This design comes from an exercise in tuning for small area and a short achievable clock period on the open sky130 flow, not from production work. At most, simulation tests tie the RTL to the original design; equivalence was not proved.

## job 1972
==> module lab4_2, before the edit <==
module lab4_2( 
              input wire      mode,
              input wire[2:0] opCode,
              input wire[3:0] value,
              input clk,
              input reset,
              output reg[9:0] result,
              output reg cacheFull,
              output reg invalidOp,
              output reg overflow);
	reg [9:0] p1;
	reg [5:0] j;
	reg       w;
	reg [5:0] size;
	reg [3:0] offset;
	reg [2:0] ops  [0:31];
	reg [3:0] vals [0:31];
	reg [2:0] op;
	reg [3:0] v;
	reg       is_setr;	 
	wire in_ok   = ~(opCode[1] & opCode[0]);
	wire load_ok = ~mode & in_ok & ~size[5];
	wire [31:0] dec = 32'd1 << size[4:0];
	wire [31:0] wen;
	l42_wen wdec (.ld(load_ok), .dec(dec), .en(wen));
	genvar e;
	generate
		for (e = 0; e < 32; e = e + 1) begin : wr
			always @(posedge clk) begin
				if (wen[e]) begin
					ops[e]  <= opCode;
					vals[e] <= value;
				end
			end
		end
	endgenerate
	wire is_add2 = ~op[2] & op[0];
	wire is_fma  = ~op[2] & op[1];
	wire [11:0] sadd = {2'b00, result} + (is_add2 ? {2'b00, p1} : 12'd0) + {8'd0, v};
	wire [10:0] tf;
	l42_mac mac (.a(result), .b(p1), .v(v), .t(tf));
	reg big;
	integer m;
	always @(*) begin
		big = 1'b0;
		for (m = 1; m < 10; m = m + 1)
			big = big | ((|(result >> m)) & (|(p1 >> (10 - m))));
	end
	reg [3:0] popc;
	integer q;
	always @(*) begin
		popc = 4'd0;
		for (q = 0; q < 10; q = q + 1) popc = popc + result[q];
	end
	wire [9:0] brev = {result[0], result[1], result[2], result[3], result[4],
	                   result[5], result[6], result[7], result[8], result[9]};
	wire       fsel = mode & is_fma;
	wire [9:0] oth_res = (mode & ~is_setr) ? (op[2] ? (op[0] ? brev : {6'd0, popc}) : sadd[9:0]) : result;
	wire       oth_ovf = mode & (is_setr ? overflow : (~op[2] & (sadd[11] | sadd[10])));
	wire [9:0] res_d;
	wire       ovf_d;
	l42_fin fin (.sel(fsel), .t(tf), .big(big), .o_res(oth_res), .o_ovf(oth_ovf), .res(res_d), .ovf(ovf_d));
	wire [3:0] off_new = is_setr ? v : offset;
	wire [5:0] i_new = w ? {2'b00, off_new} : j;
	wire       off_lt = size[5] | ({1'b0, off_new} < size[4:0]);
	wire       j_lt   = size[5] | (j[4:0] < size[4:0]);
	wire       f_valid = w ? off_lt : j_lt;
	wire [223:0] flat;
	generate
		for (e = 0; e < 32; e = e + 1) begin : rd
			assign flat[7*e +: 7] = {ops[e], vals[e]};
		end
	endgenerate
	wire [6:0] rdq;
	l42_rd rdm (.m(flat), .idx(i_new[4:0]), .q(rdq));
	wire [2:0] f_op = f_valid ? rdq[6:4] : 3'b000;
	wire [3:0] f_v  = f_valid ? rdq[3:0] : 4'b0000;
	wire [5:0] j_new = i_new + 6'd1;
	wire       w_new = w ? ({2'b00, off_new} + 6'd1 == size) : (j + 6'd1 == size);
	wire [5:0] s_inc = size + 6'd1;
	always @(posedge clk or posedge reset) begin
		if (reset) begin
			result <= 10'd0; overflow <= 1'b0;
		end else begin
			result <= res_d;
			overflow <= ovf_d;
		end
	end
	always @(posedge clk or posedge reset) begin
		if (reset) begin
			p1 <= 10'd0; j <= 6'd1; w <= 1'b0; size <= 6'd0; offset <= 4'd0;
			cacheFull <= 1'b0; invalidOp <= 1'b0;
			op <= 3'b000; v <= 4'b0000; is_setr <= 1'b0;
		end else if (~mode) begin
			invalidOp <= ~in_ok;
			if (in_ok) begin
				if (size[5]) cacheFull <= 1'b1;
				else begin
					size <= s_inc;
					w <= (j == s_inc);
				end
			end
			if (load_ok && j[4:0] == s_inc[4:0]) begin
				op <= opCode;
				v <= value;
				is_setr <= opCode[2] & opCode[1];
			end
		end else begin
			invalidOp <= 1'b0;
			offset <= off_new;
			j <= j_new;
			w <= w_new;
			op <= f_op;
			v <= f_v;
			is_setr <= f_op[2] & f_op[1];
			if (!is_setr) p1 <= result;
		end
	end
endmodule
==> module l42_wen, before the edit <==
module l42_wen(input wire ld, input wire [31:0] dec, output wire [31:0] en);
	assign en = dec & {32{ld}};
endmodule
==> module l42_rd, before the edit <==
module l42_rd(input wire [223:0] m, input wire [4:0] idx, output wire [6:0] q);
	genvar b, g;
	generate
		for (b = 0; b < 7; b = b + 1) begin : rb
			wire [7:0] l1;
			wire [1:0] l2;
			for (g = 0; g < 8; g = g + 1) begin : grp
				l42_m4 m1 (.d({m[7*(4*g+3)+b], m[7*(4*g+2)+b], m[7*(4*g+1)+b], m[7*(4*g)+b]}),
				           .s(idx[1:0]), .y(l1[g]));
			end
			l42_m4 m2a (.d(l1[3:0]), .s(idx[3:2]), .y(l2[0]));
			l42_m4 m2b (.d(l1[7:4]), .s(idx[3:2]), .y(l2[1]));
			assign q[b] = idx[4] ? l2[1] : l2[0];
		end
	endgenerate
endmodule
==> module l42_m4, before the edit <==
module l42_m4(input wire [3:0] d, input wire [1:0] s, output wire y);
	assign y = d[s];
endmodule
Settings: LEC_CHECK=0, CAP_MARGIN=20, CORE_MARGIN=2, CORE_UTILIZATION=40, CTS_BUF_LIST=sky130_fd_sc_hd__clkbuf_16, CTS_CLUSTER_DIAMETER=100, CTS_CLUSTER_SIZE=22, SETUP_SLACK_MARGIN=4.0, SLEW_MARGIN=20, SYNTH_HIERARCHICAL=1, SYNTH_MINIMUM_KEEP_SIZE=0; clock period 8.0 ns.
run.sh (not shown) runs the stock make flow with config.mk's settings and CLKGATE_MAP_FILE= SYNTH_SCRIPT=/design/flow/synth_recipe.tcl, a recipe that flattens the netlist after the stock synthesis.
Every stage of the flow completed for job 1972, and the final layout passed the timing, DRC and antenna checks.
What job 6203 does differently from job 1972 at the input level:
diff --git a/flow/design.v b/flow/design.v
--- a/flow/design.v
+++ b/flow/design.v
@@ -21,20 +21,12 @@
 	reg       is_setr;	 
 	wire in_ok   = ~(opCode[1] & opCode[0]);
 	wire load_ok = ~mode & in_ok & ~size[5];
-	wire [31:0] dec = 32'd1 << size[4:0];
-	wire [31:0] wen;
-	l42_wen wdec (.ld(load_ok), .dec(dec), .en(wen));
-	genvar e;
-	generate
-		for (e = 0; e < 32; e = e + 1) begin : wr
-			always @(posedge clk) begin
-				if (wen[e]) begin
-					ops[e]  <= opCode;
-					vals[e] <= value;
-				end
-			end
+	always @(posedge clk) begin
+		if (load_ok) begin
+			ops[size[4:0]]  <= opCode;
+			vals[size[4:0]] <= value;
 		end
-	endgenerate
+	end
 	wire is_add2 = ~op[2] & op[0];
 	wire is_fma  = ~op[2] & op[1];
 	wire [11:0] sadd = {2'b00, result} + (is_add2 ? {2'b00, p1} : 12'd0) + {8'd0, v};
@@ -66,16 +58,8 @@
 	wire       off_lt = size[5] | ({1'b0, off_new} < size[4:0]);
 	wire       j_lt   = size[5] | (j[4:0] < size[4:0]);
 	wire       f_valid = w ? off_lt : j_lt;
-	wire [223:0] flat;
-	generate
-		for (e = 0; e < 32; e = e + 1) begin : rd
-			assign flat[7*e +: 7] = {ops[e], vals[e]};
-		end
-	endgenerate
-	wire [6:0] rdq;
-	l42_rd rdm (.m(flat), .idx(i_new[4:0]), .q(rdq));
-	wire [2:0] f_op = f_valid ? rdq[6:4] : 3'b000;
-	wire [3:0] f_v  = f_valid ? rdq[3:0] : 4'b0000;
+	wire [2:0] f_op = f_valid ? ops[i_new[4:0]]  : 3'b000;
+	wire [3:0] f_v  = f_valid ? vals[i_new[4:0]] : 4'b0000;
 	wire [5:0] j_new = i_new + 6'd1;
 	wire       w_new = w ? ({2'b00, off_new} + 6'd1 == size) : (j + 6'd1 == size);
 	wire [5:0] s_inc = size + 6'd1;
@@ -117,28 +101,6 @@
 			if (!is_setr) p1 <= result;
 		end
 	end
-endmodule
-module l42_wen(input wire ld, input wire [31:0] dec, output wire [31:0] en);
-	assign en = dec & {32{ld}};
-endmodule
-module l42_rd(input wire [223:0] m, input wire [4:0] idx, output wire [6:0] q);
-	genvar b, g;
-	generate
-		for (b = 0; b < 7; b = b + 1) begin : rb
-			wire [7:0] l1;
-			wire [1:0] l2;
-			for (g = 0; g < 8; g = g + 1) begin : grp
-				l42_m4 m1 (.d({m[7*(4*g+3)+b], m[7*(4*g+2)+b], m[7*(4*g+1)+b], m[7*(4*g)+b]}),
-				           .s(idx[1:0]), .y(l1[g]));
-			end
-			l42_m4 m2a (.d(l1[3:0]), .s(idx[3:2]), .y(l2[0]));
-			l42_m4 m2b (.d(l1[7:4]), .s(idx[3:2]), .y(l2[1]));
-			assign q[b] = idx[4] ? l2[1] : l2[0];
-		end
-	endgenerate
-endmodule
-module l42_m4(input wire [3:0] d, input wire [1:0] s, output wire y);
-	assign y = d[s];
 endmodule
 module l42_fin(input wire sel, input wire [10:0] t, input wire big,
                input wire [9:0] o_res, input wire o_ovf,
--- outcome ---
Job 6203 went all the way through the flow, and no timing, DRC or antenna check failed. Job 6203 ended up with result[2]$_DFF_PP0_ as its beginning of the critical path; job 1972 ended up with result[3]$_DFF_PP0_. Job 6203 against job 1972: part of the cycle the worst path needs now sits lower, clock skew decreased 0.013 ns, area after detailed placement shrank by 1.2%, worst setup slack rose by 0.059 ns, number of vias after detailed routing up 437. In job 6203, count of buffer and inverter cells on the critical path is higher than in job 1972.
Function was not checked in any run of this note: the RTL went through the layout flow alone.


The RTL this note starts from:
==> flow/design.v <==
`timescale 1ns / 1ps
module lab4_2( 
              input wire      mode,
              input wire[2:0] opCode,
              input wire[3:0] value,
              input clk,
              input reset,
              output reg[9:0] result,
              output reg cacheFull,
              output reg invalidOp,
              output reg overflow);
	reg [9:0] p1;
	reg [5:0] i;
	reg [5:0] size;
	reg [3:0] offset;
	reg [2:0] ops  [0:31];
	reg [3:0] vals [0:31];
	reg [2:0] op;
	reg [3:0] v;
	wire in_ok   = ~(opCode[1] & opCode[0]);
	wire load_ok = ~mode & in_ok & ~size[5];
	always @(posedge clk) begin
		if (load_ok) begin
			ops[size[4:0]]  <= opCode;
			vals[size[4:0]] <= value;
		end
	end
	wire is_add2 = ~op[2] & op[0];
	wire is_fma  = ~op[2] & op[1];
	wire is_setr = op[2] & op[1];
	wire [11:0] sadd = {2'b00, result} + (is_add2 ? {2'b00, p1} : 12'd0) + {8'd0, v};
	wire [10:0] a11 = {1'b0, result};
	wire [11:0] b12 = {2'b00, p1};
	reg  [10:0] rows [0:5];
	reg  [10:0] negs;
	integer k;
	reg one, two, neg, bm;
	reg [10:0] mg;
	always @(*) begin
		negs = 11'd0;
		for (k = 0; k < 6; k = k + 1) begin
			bm = (k == 0) ? 1'b0 : b12[2*k-1];
			one = b12[2*k] ^ bm;
			two = (b12[2*k+1] & ~b12[2*k] & ~bm) | (~b12[2*k+1] & b12[2*k] & bm);
			neg = b12[2*k+1];
			mg = one ? a11 : two ? {a11[9:0], 1'b0} : 11'd0;
			rows[k] = (mg ^ {11{neg}}) << (2*k);
			negs[2*k] = neg;
		end
	end
	wire [10:0] tf = rows[0] + rows[1] + rows[2] + rows[3] + rows[4] + rows[5] + negs + {7'd0, v};
	reg big;
	integer m;
	always @(*) begin
		big = 1'b0;
		for (m = 1; m < 10; m = m + 1)
			big = big | ((|(result >> m)) & (|(p1 >> (10 - m))));
	end
	reg [3:0] popc;
	integer q;
	always @(*) begin
		popc = 4'd0;
		for (q = 0; q < 10; q = q + 1) popc = popc + result[q];
	end
	wire [9:0] brev = {result[0], result[1], result[2], result[3], result[4],
	                   result[5], result[6], result[7], result[8], result[9]};
	wire [9:0] res_new = op[2] ? (op[0] ? brev : {6'd0, popc}) :
	                     is_fma ? tf[9:0] : sadd[9:0];
	wire       ovf_new = ~op[2] & (is_fma ? (big | tf[10]) : (sadd[11] | sadd[10]));
	wire [3:0] off_new = is_setr ? v : offset;
	wire [5:0] i_inc = i + 6'd1;
	wire [5:0] i_new = (i_inc == size) ? {2'b00, off_new} : i_inc;
	wire       f_valid = size[5] | (i_new[4:0] < size[4:0]);
	wire [2:0] f_op = f_valid ? ops[i_new[4:0]]  : 3'b000;
	wire [3:0] f_v  = f_valid ? vals[i_new[4:0]] : 4'b0000;
	always @(posedge clk or posedge reset) begin
		if (reset) begin
			result <= 10'd0; p1 <= 10'd0; i <= 6'd0; size <= 6'd0; offset <= 4'd0;
			cacheFull <= 1'b0; invalidOp <= 1'b0; overflow <= 1'b0;
			op <= 3'b000; v <= 4'b0000;
		end else if (~mode) begin
			overflow <= 1'b0;
			invalidOp <= ~in_ok;
			if (in_ok) begin
				if (size[5]) cacheFull <= 1'b1;
				else size <= size + 6'd1;
			end
			if (load_ok && i[4:0] == size[4:0]) begin
				op <= opCode;
				v <= value;
			end
		end else begin
			invalidOp <= 1'b0;
			offset <= off_new;
			i <= i_new;
			op <= f_op;
			v <= f_v;
			if (!is_setr) begin
				result <= res_new;
				overflow <= ovf_new;
				p1 <= result;
			end
		end
	end
endmodule
clock: 8.0 ns
lec_check: 0
cap_margin: 20
core_margin: 2
core_utilization: 40
setup_slack_margin: 3.5
slew_margin: 20
Rerun with:
--- a/flow/design.v
+++ b/flow/design.v
@@ -10,7 +10,8 @@
               output reg invalidOp,
               output reg overflow);
 	reg [9:0] p1;
-	reg [5:0] i;
+	reg [5:0] j;
+	reg       w;
 	reg [5:0] size;
 	reg [3:0] offset;
 	reg [2:0] ops  [0:31];
@@ -29,8 +30,8 @@
 	wire is_fma  = ~op[2] & op[1];
 	wire is_setr = op[2] & op[1];
 	wire [11:0] sadd = {2'b00, result} + (is_add2 ? {2'b00, p1} : 12'd0) + {8'd0, v};
-	wire [10:0] a11 = {1'b0, result};
-	wire [11:0] b12 = {2'b00, p1};
+	wire [10:0] a11 = {1'b0, p1};
+	wire [11:0] b12 = {2'b00, result};
 	reg  [10:0] rows [0:5];
 	reg  [10:0] negs;
 	integer k;
@@ -68,14 +69,18 @@
 	                     is_fma ? tf[9:0] : sadd[9:0];
 	wire       ovf_new = ~op[2] & (is_fma ? (big | tf[10]) : (sadd[11] | sadd[10]));
 	wire [3:0] off_new = is_setr ? v : offset;
-	wire [5:0] i_inc = i + 6'd1;
-	wire [5:0] i_new = (i_inc == size) ? {2'b00, off_new} : i_inc;
-	wire       f_valid = size[5] | (i_new[4:0] < size[4:0]);
+	wire [5:0] i_new = w ? {2'b00, off_new} : j;
+	wire       off_lt = size[5] | ({1'b0, off_new} < size[4:0]);
+	wire       j_lt   = size[5] | (j[4:0] < size[4:0]);
+	wire       f_valid = w ? off_lt : j_lt;
 	wire [2:0] f_op = f_valid ? ops[i_new[4:0]]  : 3'b000;
 	wire [3:0] f_v  = f_valid ? vals[i_new[4:0]] : 4'b0000;
+	wire [5:0] j_new = i_new + 6'd1;
+	wire       w_new = w ? ({2'b00, off_new} + 6'd1 == size) : (j + 6'd1 == size);
+	wire [5:0] s_inc = size + 6'd1;
 	always @(posedge clk or posedge reset) begin
 		if (reset) begin
-			result <= 10'd0; p1 <= 10'd0; i <= 6'd0; size <= 6'd0; offset <= 4'd0;
+			result <= 10'd0; p1 <= 10'd0; j <= 6'd1; w <= 1'b0; size <= 6'd0; offset <= 4'd0;
 			cacheFull <= 1'b0; invalidOp <= 1'b0; overflow <= 1'b0;
 			op <= 3'b000; v <= 4'b0000;
 		end else if (~mode) begin
@@ -83,16 +88,20 @@
 			invalidOp <= ~in_ok;
 			if (in_ok) begin
 				if (size[5]) cacheFull <= 1'b1;
-				else size <= size + 6'd1;
+				else begin
+					size <= s_inc;
+					w <= (j == s_inc);
+				end
 			end
-			if (load_ok && i[4:0] == size[4:0]) begin
+			if (load_ok && j[4:0] == s_inc[4:0]) begin
 				op <= opCode;
 				v <= value;
 			end
 		end else begin
 			invalidOp <= 1'b0;
 			offset <= off_new;
-			i <= i_new;
+			j <= j_new;
+			w <= w_new;
 			op <= f_op;
 			v <= f_v;
 			if (!is_setr) begin
Outcome: Non-clock buffer count is higher by 10. Setup slack got worse by 160 ps. Register-to-register slack gets worse by 160 ps. Clock-buffer cell count increases by 10. Die area went up slightly. Cell area rose slightly. Routed wire length is lower by a few percent. Synthesized area goes up slightly.
The RTL of the second run of this note was laid out without a check of its function.

separate check: timing with driven ports:
How much do the figures lean on ideal ports? The routed layouts below were timed once more, with nothing changed but the port constraints.
Step 1 assumes that a clkbuf_16 drives the clock port and a buf_2 every other input.
Step 2 moves the port delays by t, midway between the first and last clock arrival at a register: inputs arrive t later, outputs are due t later. That takes back most of the time a late clock gives input paths.
Three values: ideal ports, drivers, drivers and shift; two values: the first two.
run | shift t [ns] | setup slack, ns | worst setup path after step 2 | latest minus earliest clock arrival (ns)
job 1972 | 0.540 | 3.852 / 3.852 / 3.852 | register to register | 0.038 / 0.037
job 6203 | 0.553 | 3.910 / 3.910 / 3.500 | input to register | 0.035 / 0.035
the first run of note 2 | 0.621 | 3.766 / 3.766 / 3.223 | input to register | 0.055 / 0.056
the second run of note 2 | 0.629 | 3.610 / 3.610 / 3.379 | input to register | 0.009 / 0.008
After both steps setup and hold are still met in every run listed. The setup slack of the first run of note 2, which loses most, moves by 0.000 ns with the drivers and by -0.543 ns with both steps.
